From an optimization exercise on the open Yosys and OpenROAD flow, aimed at small area, a short achievable clock period and few clock cycles per item; shortcuts taken in it are not production practice.
RTL that was checked went through simulation tests only; none was proved equivalent to the original.
The clock port is modelled as an ideal driver, which makes a skipped or thinned clock tree look cheaper than it is; a real chip needs a root buffer or a tree.
Power figures rest on the tool's default switching activity, not on a simulated workload.

rev 12:
==> flow/design.v (excerpt) <==
module CompMul(
	input [31:0] Multiplicand_input,
	input [31:0] Multiplier_input,
	input run,
	input rst,
	input clk,
	output ready,
	output [63:0] Product_output
	);
==> flow/config.mk <==
export PLATFORM = sky130hd
export DESIGN_NAME = CompMul
export DESIGN_NICKNAME = CompMul
export VERILOG_FILES = /design/flow/design.v
export SDC_FILE = /design/flow/constraint.sdc
export NUM_CORES = 4
export LEC_CHECK = 0
export CAP_MARGIN = 20
export CORE_MARGIN = 2
export CORE_UTILIZATION = 40
export CTS_BUF_LIST = sky130_fd_sc_hd__clkbuf_16
export CTS_CLUSTER_DIAMETER = 300
export CTS_CLUSTER_SIZE = 40
export SLEW_MARGIN = 20
export SYNTH_HIERARCHICAL = 1
export SYNTH_MINIMUM_KEEP_SIZE = 0
==> flow/constraint.sdc <==
create_clock -name core_clock -period 10.0 [get_ports {clk}]
set_input_delay 2.0000 -clock core_clock [delete_from_list [all_inputs] [get_ports {clk}]]
set_output_delay 2.0000 -clock core_clock [all_outputs]
set_load 0.01 [all_outputs]
standard.sh (not shown) runs the stock make flow with config.mk's settings and CLKGATE_MAP_FILE= SYNTH_SCRIPT=/design/flow/synth_recipe.tcl, a recipe that flattens the netlist after the stock synthesis.
==> flow/flow/run.sh <==
#!/bin/bash
# Own layout flow: the standard layout (standard.sh), with two changes:
#  - the port buffers that buffer_ports inserts are of the cell named in flow/knobs
#    (PORT_BUF) instead of the default pick;
#  - repair_timing aims for the setup margin named in flow/knobs (SETUP_MARGIN).
# Each make run writes its full output to a log file in this folder; ORFS's own
# per-step logs stay under orfs/logs/.
set -euo pipefail
source flow/knobs
bash standard.sh \
  "BUFFER_PORTS_ARGS=-buffer_cell $PORT_BUF" \
  "SETUP_SLACK_MARGIN=$SETUP_MARGIN" \
  finish > make_finish.log 2>&1
==> flow/flow/knobs <==
PORT_BUF=sky130_fd_sc_hd__buf_1
SETUP_MARGIN=6.7
Rev 12: done, clean on timing, DRC and antenna
For rev 13, these inputs were changed with respect to rev 12:
==> flow/flow/knobs <==
PORT_BUF=sky130_fd_sc_hd__buf_1
SETUP_MARGIN=7.0
### Flow results
- Rev 12 -> rev 13: number of hold-slack violations in the final timing report flat
- Looking at total power, rev 13 sits 7.8% higher than rev 12 does.
- Relative to rev 12, net count of the finished layout has gone up in rev 13.
- Power attributed to combinational cells grows by more than 10% when moving from rev 12 to rev 13.
No run of this note included a check of the RTL's function; only the layout flow was run.

========
try-raven:
CompMul, a different RTL version from the one above (not shown whole).
Size in the first run: about 1,300 cells after synthesis.
## CompMul
module CompMul(
	input [31:0] Multiplicand_input,
	input [31:0] Multiplier_input,
	input run,
	input rst,
	input clk,
	output ready,
	output [63:0] Product_output
	);
	reg [31:0] M;         
	reg [31:0] PL;        
	reg [33:0] S;         
	reg [33:0] C;         
	reg [7:0] LC;        
	reg CF;               
	reg [3:0] ONE, TWO, NEG;    
	reg LAST;             
	reg iter, fin, done;
	reg [1:0] cnt;
	wire idle = ~(iter | fin | done);
	wire lastn = iter & (cnt == 2'd2);    
	assign ready = done;
	assign Product_output = {S[31:0], PL};
	wire [9:0] lo_sum2 = {1'b0, PL[31:24], 1'b1} + {1'b0, LC, CF};
	wire [8:0] lo_sum = lo_sum2[9:1];
	wire lo_cout = lo_sum[8];
	wire [40:0] fin_sum2 = {S[31:0], PL[31:24], 1'b1} + {C[31:0], LC, CF};
	wire [31:0] hi_sum = fin_sum2[40:9];
	wire [7:0] fin_lo = fin_sum2[8:1];
	wire [33:0] r0 = {~NEG[0], {33{NEG[0]}} ^ (({33{ONE[0]}} & {1'b0, M}) | ({33{TWO[0]}} & {M, 1'b0}))};
	wire [33:0] r1 = {~NEG[1], {33{NEG[1]}} ^ (({33{ONE[1]}} & {1'b0, M}) | ({33{TWO[1]}} & {M, 1'b0}))};
	wire [33:0] r2 = {~NEG[2], {33{NEG[2]}} ^ (({33{ONE[2]}} & {1'b0, M}) | ({33{TWO[2]}} & {M, 1'b0}))};
	wire [33:0] r3 = {~NEG[3], {33{NEG[3]}} ^ (({33{ONE[3]}} & {1'b0, M}) | ({33{TWO[3]}} & {M, 1'b0}))};
	wire hs0, hc0;
	HA u_hs0 (.a(C[7]), .b(S[7]), .s(hs0), .co(hc0));
	wire hs1, hc1;
	HA u_hs1 (.a(C[8]), .b(S[8]), .s(hs1), .co(hc1));
	wire hs2, hc2;
	HA u_hs2 (.a(C[9]), .b(S[9]), .s(hs2), .co(hc2));
	wire fs0, fc0;
	FA u_fs0 (.a(C[10]), .b(LAST), .c(S[10]), .s(fs0), .co(fc0));
	wire fs1, fc1;
	FA u_fs1 (.a(C[11]), .b(LAST), .c(S[11]), .s(fs1), .co(fc1));
	wire hs3, hc3;
	HA u_hs3 (.a(C[12]), .b(S[12]), .s(hs3), .co(hc3));
	wire fs2, fc2;
	FA u_fs2 (.a(C[13]), .b(LAST), .c(S[13]), .s(fs2), .co(fc2));
	wire hs4, hc4;
	HA u_hs4 (.a(C[14]), .b(S[14]), .s(hs4), .co(hc4));
	wire fs3, fc3;
	FA u_fs3 (.a(C[15]), .b(LAST), .c(S[15]), .s(fs3), .co(fc3));
	wire hs5, hc5;
	HA u_hs5 (.a(C[16]), .b(S[16]), .s(hs5), .co(hc5));
	wire fs4, fc4;
	FA u_fs4 (.a(C[17]), .b(LAST), .c(S[17]), .s(fs4), .co(fc4));
	wire hs6, hc6;
	HA u_hs6 (.a(C[18]), .b(S[18]), .s(hs6), .co(hc6));
	wire fs5, fc5;
	FA u_fs5 (.a(C[19]), .b(LAST), .c(S[19]), .s(fs5), .co(fc5));
	wire hs7, hc7;
	HA u_hs7 (.a(C[20]), .b(S[20]), .s(hs7), .co(hc7));
	wire fs6, fc6;
	FA u_fs6 (.a(C[21]), .b(LAST), .c(S[21]), .s(fs6), .co(fc6));
  ...
Settings: LEC_CHECK=0, CAP_MARGIN=20, CORE_MARGIN=2, CORE_UTILIZATION=65, CTS_BUF_LIST=sky130_fd_sc_hd__clkbuf_16, CTS_CLUSTER_DIAMETER=300, CTS_CLUSTER_SIZE=40, SLEW_MARGIN=20, SYNTH_HIERARCHICAL=1, SYNTH_MINIMUM_KEEP_SIZE=0; clock period 10.0 ns.
==> flow/flow/run.sh <==
#!/bin/bash
# Own layout flow: the standard layout (standard.sh) with these changes:
#  - the port buffers that buffer_ports inserts are of the cell named in flow/knobs
#    (PORT_BUF) instead of the default pick;
#  - repair_timing aims for the setup margin named in flow/knobs (SETUP_MARGIN);
#  - the clock tree step runs flow/cts_manual.tcl: the clock port drives
#    CLOCK_ROOTS clkbuf_16 buffers, each driving CLOCK_LEAVES clkbuf_16 buffers that
#    drive the registers of one region each (every register two buffers away),
#    instead of TritonCTS's tree (then the same repair as ORFS's step).
# Each make run writes its full output to a log file of its own in this folder;
# ORFS's own per-step logs stay under orfs/logs/.
set -euo pipefail
source flow/knobs
export OWN_FLOW_DIR="$PWD/flow"
export CLOCK_ROOTS CLOCK_LEAVES
ARGS=("BUFFER_PORTS_ARGS=-buffer_cell $PORT_BUF" "SETUP_SLACK_MARGIN=$SETUP_MARGIN")
bash standard.sh "${ARGS[@]}" place > make_place.log 2>&1
bash standard.sh "${ARGS[@]}" run RUN_SCRIPT="$PWD/flow/cts_manual.tcl" RUN_LOG_NAME_STEM=4_1_cts > make_cts.log 2>&1
bash standard.sh "${ARGS[@]}" finish > make_finish.log 2>&1
Other scripts of this flow, unchanged in this note and not shown: flow/flow/cts_manual.tcl, flow/flow/knobs, flow/flow/mktree.tcl
Testbench counts of try-raven, summed over its fixed seeds: cycles 14,400, items 2,400.
diff inputs: try-raven => try-onyx
Settings: swapping 65 for 40 in CORE_UTILIZATION.
Results
The global-route usage in try-onyx was lower than what try-raven gave.
try-onyx finished all stages; the layout is clean.
Going from try-raven to try-onyx, count of instances resized after the clock tree is built up 1; final wirelength up about 3.2%; design area up 290 um^2.
From try-raven to try-onyx the numbers moved as follows: routed via count divided by cell count down 14%; share of cells above drive strength 1 up 0.35 points; routing usage on met2 down 16 points.
No run of this note takes its clock network from TritonCTS; it comes from the design's own scripts or RTL.

========
Another version of the RTL of CompMul (not shown whole).
Size in the first run: roughly 1300 cells after synthesis, ~150 flip-flops, ~130 I/O pins.
export LEC_CHECK = 0
export CAP_MARGIN = 20
export CORE_MARGIN = 2
export CORE_UTILIZATION = 40
export CTS_BUF_LIST = sky130_fd_sc_hd__clkbuf_16
export CTS_CLUSTER_DIAMETER = 300
export CTS_CLUSTER_SIZE = 40
export SLEW_MARGIN = 20
export SYNTH_HIERARCHICAL = 1
export SYNTH_MINIMUM_KEEP_SIZE = 0
create_clock -name core_clock -period 10.0 [get_ports {clk}]
==> flow/flow/run.sh <==
#!/bin/bash
# Own layout flow: the standard layout (standard.sh), with two changes:
#  - the port buffers that buffer_ports inserts are of the cell named in flow/knobs
#    (PORT_BUF) instead of the default pick;
#  - repair_timing aims for the setup margin named in flow/knobs (SETUP_MARGIN).
# Each make run writes its full output to a log file in this folder; ORFS's own
# per-step logs stay under orfs/logs/.
set -euo pipefail
source flow/knobs
bash standard.sh \
  "BUFFER_PORTS_ARGS=-buffer_cell $PORT_BUF" \
  "SETUP_SLACK_MARGIN=$SETUP_MARGIN" \
  finish > make_finish.log 2>&1
==> flow/flow/knobs <==
PORT_BUF=sky130_fd_sc_hd__buf_2
SETUP_MARGIN=6.8
Testbench counts at the start, summed over its fixed seeds: cycles 14,400, items 2,400.
Edit:
==> flow/flow/knobs (replaced) <==
PORT_BUF=sky130_fd_sc_hd__buf_2
SETUP_MARGIN=6.5
CORE_UTILIZATION = 65   (was 40)
CTS_BUF_LIST = sky130_fd_sc_hd__clkbuf_4 sky130_fd_sc_hd__clkbuf_8   (was sky130_fd_sc_hd__clkbuf_16)
CTS_CLUSTER_DIAMETER = not set   (was 300)
CTS_CLUSTER_SIZE = not set   (was 40)
Die area decreases by 38%. Hold slack gets worse by 0.017 ns. Via count went up by 1.1%. Register-to-register slack loses 0.08 ns. Utilization goes up by 25 points. Non-clock buffer count goes down by 9. Total power falls by 6.8%.
Edit:
==> flow/flow/knobs (replaced) <==
PORT_BUF=sky130_fd_sc_hd__buf_2
SETUP_MARGIN=6.8
CORE_UTILIZATION = 40   (was 65)
The new run passed the timing, DRC and antenna checks.
Wire length came out higher by about 13%.
Synthesized cell count does not change.
Cell area increases by 3.5%.
Worst setup slack improved by 0.093 ns.
Total power is about the same.
Fmax rises by 2.9%.
Worst hold slack improved by 0.020 ns.
Cell count is higher by 11%.
Edit:
==> flow/flow/knobs (replaced) <==
PORT_BUF=sky130_fd_sc_hd__buf_2
SETUP_MARGIN=6.5
Result:
- routed wire length falls by a few percent
- synthesized area is unchanged
- final cell count came out lower slightly
- total power decreases slightly
- non-clock buffer count came out lower by 10
- design area goes down by a few percent
- fmax decreases by a few percent
- core utilization goes down by 1.0 points
- count of clock-buffer cells in the layout is unchanged

========
== run A ==
CompMul with an RTL version that a note above also has.
Size: about 1300 cells after synthesis, ~130 I/O pins, roughly 0.013 sq mm of cells after synthesis.
## CompMul
module CompMul(
	input [31:0] Multiplicand_input,
	input [31:0] Multiplier_input,
	input run,
	input rst,
	input clk,
	output ready,
	output [63:0] Product_output
	);
	reg [31:0] M;         
	reg [31:0] PL;        
	reg [33:0] S;         
	reg [33:0] C;         
	reg [7:0] LC;        
	reg CF;               
	reg [3:0] ONE, TWO, NEG;    
	reg LAST;             
	reg iter, fin, done;
	reg [1:0] cnt;
	wire idle = ~(iter | fin | done);
	wire lastn = iter & (cnt == 2'd2);    
	assign ready = done;
	assign Product_output = {S[31:0], PL};
	wire [9:0] lo_sum2 = {1'b0, PL[31:24], 1'b1} + {1'b0, LC, CF};
	wire [8:0] lo_sum = lo_sum2[9:1];
	wire lo_cout = lo_sum[8];
	wire [40:0] fin_sum2 = {S[31:0], PL[31:24], 1'b1} + {C[31:0], LC, CF};
	wire [31:0] hi_sum = fin_sum2[40:9];
	wire [7:0] fin_lo = fin_sum2[8:1];
	wire [33:0] r0 = {~NEG[0], {33{NEG[0]}} ^ (({33{ONE[0]}} & {1'b0, M}) | ({33{TWO[0]}} & {M, 1'b0}))};
	wire [33:0] r1 = {~NEG[1], {33{NEG[1]}} ^ (({33{ONE[1]}} & {1'b0, M}) | ({33{TWO[1]}} & {M, 1'b0}))};
	wire [33:0] r2 = {~NEG[2], {33{NEG[2]}} ^ (({33{ONE[2]}} & {1'b0, M}) | ({33{TWO[2]}} & {M, 1'b0}))};
	wire [33:0] r3 = {~NEG[3], {33{NEG[3]}} ^ (({33{ONE[3]}} & {1'b0, M}) | ({33{TWO[3]}} & {M, 1'b0}))};
	wire hs0, hc0;
	HA u_hs0 (.a(C[7]), .b(S[7]), .s(hs0), .co(hc0));
	wire hs1, hc1;
	HA u_hs1 (.a(C[8]), .b(S[8]), .s(hs1), .co(hc1));
	wire hs2, hc2;
	HA u_hs2 (.a(C[9]), .b(S[9]), .s(hs2), .co(hc2));
	wire fs0, fc0;
	FA u_fs0 (.a(C[10]), .b(LAST), .c(S[10]), .s(fs0), .co(fc0));
	wire fs1, fc1;
	FA u_fs1 (.a(C[11]), .b(LAST), .c(S[11]), .s(fs1), .co(fc1));
	wire hs3, hc3;
	HA u_hs3 (.a(C[12]), .b(S[12]), .s(hs3), .co(hc3));
	wire fs2, fc2;
	FA u_fs2 (.a(C[13]), .b(LAST), .c(S[13]), .s(fs2), .co(fc2));
	wire hs4, hc4;
	HA u_hs4 (.a(C[14]), .b(S[14]), .s(hs4), .co(hc4));
	wire fs3, fc3;
  ...
clock: 10.0 ns
lec_check: 0
cap_margin: 20
core_margin: 2
core_utilization: 40
cts_buf_list: sky130_fd_sc_hd__clkbuf_16
cts_cluster_diameter: 300
cts_cluster_size: 40
slew_margin: 20
synth_hierarchical: 1
synth_minimum_keep_size: 0
==> flow/flow/run.sh <==
#!/bin/bash
# Own layout flow: the standard layout (standard.sh) with these changes:
#  - the port buffers that buffer_ports inserts are of the cell named in flow/knobs
#    (PORT_BUF) instead of the default pick;
#  - repair_timing aims for the setup margin named in flow/knobs (SETUP_MARGIN);
#  - the clock tree step runs flow/cts_manual.tcl: the clock port drives
#    CLOCK_ROOTS clkbuf_16 buffers, each driving CLOCK_LEAVES clkbuf_16 buffers that
#    drive the registers of one region each (every register two buffers away),
#    instead of TritonCTS's tree (then the same repair as ORFS's step).
# Each make run writes its full output to a log file of its own in this folder;
# ORFS's own per-step logs stay under orfs/logs/.
set -euo pipefail
source flow/knobs
export OWN_FLOW_DIR="$PWD/flow"
export CLOCK_ROOTS CLOCK_LEAVES
ARGS=("BUFFER_PORTS_ARGS=-buffer_cell $PORT_BUF" "SETUP_SLACK_MARGIN=$SETUP_MARGIN")
bash standard.sh "${ARGS[@]}" place > make_place.log 2>&1
bash standard.sh "${ARGS[@]}" run RUN_SCRIPT="$PWD/flow/cts_manual.tcl" RUN_LOG_NAME_STEM=4_1_cts > make_cts.log 2>&1
bash standard.sh "${ARGS[@]}" finish > make_finish.log 2>&1
==> flow/flow/knobs <==
PORT_BUF=sky130_fd_sc_hd__buf_1
SETUP_MARGIN=7.1
CLOCK_ROOTS=4
CLOCK_LEAVES=2
Other scripts of this flow, unchanged in this note and not shown: flow/flow/cts_manual.tcl, flow/flow/mktree.tcl
Testbench counts of run A, summed over its fixed seeds: cycles 14,400, items 2,400.
Modified inputs, run B compared to run A
Settings: CORE_UTILIZATION now 55, was 40.
==> flow/flow/knobs <==
PORT_BUF=sky130_fd_sc_hd__buf_2
SETUP_MARGIN=7.0
CLOCK_ROOTS=4
CLOCK_LEAVES=2
==> notes.md <==
Run B ended with more share of cell area taken by flip-flops and latches than run A. Compared with run A, in run B relative max-transition margin decreased 26 points, slack of the critical path decreased 0.048 ns, routed metal-1 wire length decreased about 3.4%. Delta(power attributed to sequential cells, run B - run A) < 0. Last weighted congestion value of the routability-driven placer (run B over run A): increase, 0.010. Between run B and run A, the fraction of the cycle the final worst path needs is higher for run B. From run A to run B the numbers moved as follows: maximum fanout along the worst path increased 27, mean post-synth cell area essentially unchanged, global-route usage increased 6.8 points, utilization of the core after routing increased 15 points.
### run B -> run C
Settings: CORE_UTILIZATION: 55 -> 65.
==> flow/flow/knobs <==
PORT_BUF=sky130_fd_sc_hd__buf_1
SETUP_MARGIN=7.05
CLOCK_ROOTS=4
CLOCK_LEAVES=2
==> comparison <==
Of run B and run C, the lower wire length per cell after detailed routing belongs to run B.
Diff run B and run C: signal arrival time at the worst endpoint higher in run B
Delta (run C minus run B): logic gate share of total power down 0.7 points, internal power contribution down 2.0%.
The worst hold slack reported for run C is greater than that of run B by 0.016 ns.
Compared with run B, run C shows a lower clock period minus final worst setup slack.
Diff run B -> run C: length of routed met3 wiring rose by 1100 um; via count rose by 520; core utilization rose by 11 points; net switching power rose by 1.4%; fraction of area in multi-input gates rose by 0.68 points.
The following lists how run D was set up differently from run C:
Settings: CORE_UTILIZATION now 40, was 65.
==> flow/flow/knobs <==
PORT_BUF=sky130_fd_sc_hd__buf_1
SETUP_MARGIN=6.9
CLOCK_ROOTS=4
CLOCK_LEAVES=2
## What came out
The setup slack of run D is smaller than that of run C. Run D: share of cell area taken by flip-flops and latches is 0.27 points lower than what run C reported. Going from run C to run D, first-pass GRT wire length went up; final cell area excluding filler cells up about 1%. Looking at worst hold slack across both flows, run D is the weaker of the two, with run C ahead. Run D against run C: site row count went up; setup TNS did not really move; via count went down; total power went up. Run D vs run C: global-route usage over all layers down. As of run D, met2 layer wire length in the routed design had risen by a few percent compared to run C.
## Diff of input files: run E against run D
Settings: a change of CORE_UTILIZATION from 40 to 55.
==> flow/flow/knobs <==
PORT_BUF=sky130_fd_sc_hd__buf_1
SETUP_MARGIN=7.05
CLOCK_ROOTS=4
CLOCK_LEAVES=4
Notes after the runs:
Compared to run D, run E has layout overhead on the synthesized area 0.62 points higher.
Diff run D and run E: worst endpoint required time higher in run D
On total power, run E does worse than run D.
Run E vs run D — proportion of power drawn by combinational gates dropped 3.4 points.
Utilization: run D and run E compared, lower one is run D
Measured against each other, run D and run E differ in post-CTS setup repair buffer count, the higher figure coming from run E.
Sequential power: run E vs run D, no meaningful difference
No run of this note takes its clock network from TritonCTS; it comes from the design's own scripts or RTL.

[static timing again, ports no longer ideal]
Ports are ideal in the flow. The routed layouts listed here were re-timed in OpenROAD.
Step 1 sets driving cells, clkbuf_16 on the clock port and buf_2 on the other inputs (assumed; they add their load-dependent delay and slew).
Step 2 adds t to the input delays and takes it off the output delays; t is the mean of the earliest and latest rising clock arrival at the registers after step 1. Input paths then give back, and output paths get back, about the clock's delay inside the block.
Three values: ideal, step 1, step 2; two values: the first two.
run	t, ns	setup WS [ns]	worst data-port slew with drivers (ns)
rev 12	0.499	6.688 / 6.711 / 6.212	0.07
rev 13	0.504	6.827 / 6.827 / 6.553	0.05
try-raven	0.386	7.071 / 6.967 / 6.770	0.07
try-onyx	0.384	7.028 / 6.926 / 6.901	0.06
the first run of note 3	0.488	6.706 / 6.706 / 6.706	0.06
the second run of note 3	0.512	6.627 / 6.627 / 6.627	0.05
the third run of note 3	0.520	6.721 / 6.721 / 6.721	0.06
the fourth run of note 3	0.517	6.645 / 6.645 / 6.645	0.06
run A	0.388	7.086 / 7.012 / 6.929	0.06
run B	0.389	7.038 / 6.975 / 6.910	0.06
run C	0.381	7.059 / 6.955 / 6.834	0.06
run D	0.384	7.022 / 6.930 / 6.904	0.06
run E	0.387	7.091 / 6.989 / 6.863	0.06
After both steps every run listed still meets setup and hold. The setup slack of rev 12, which loses most, moves by +0.023 ns with the drivers and by -0.476 ns with both steps.
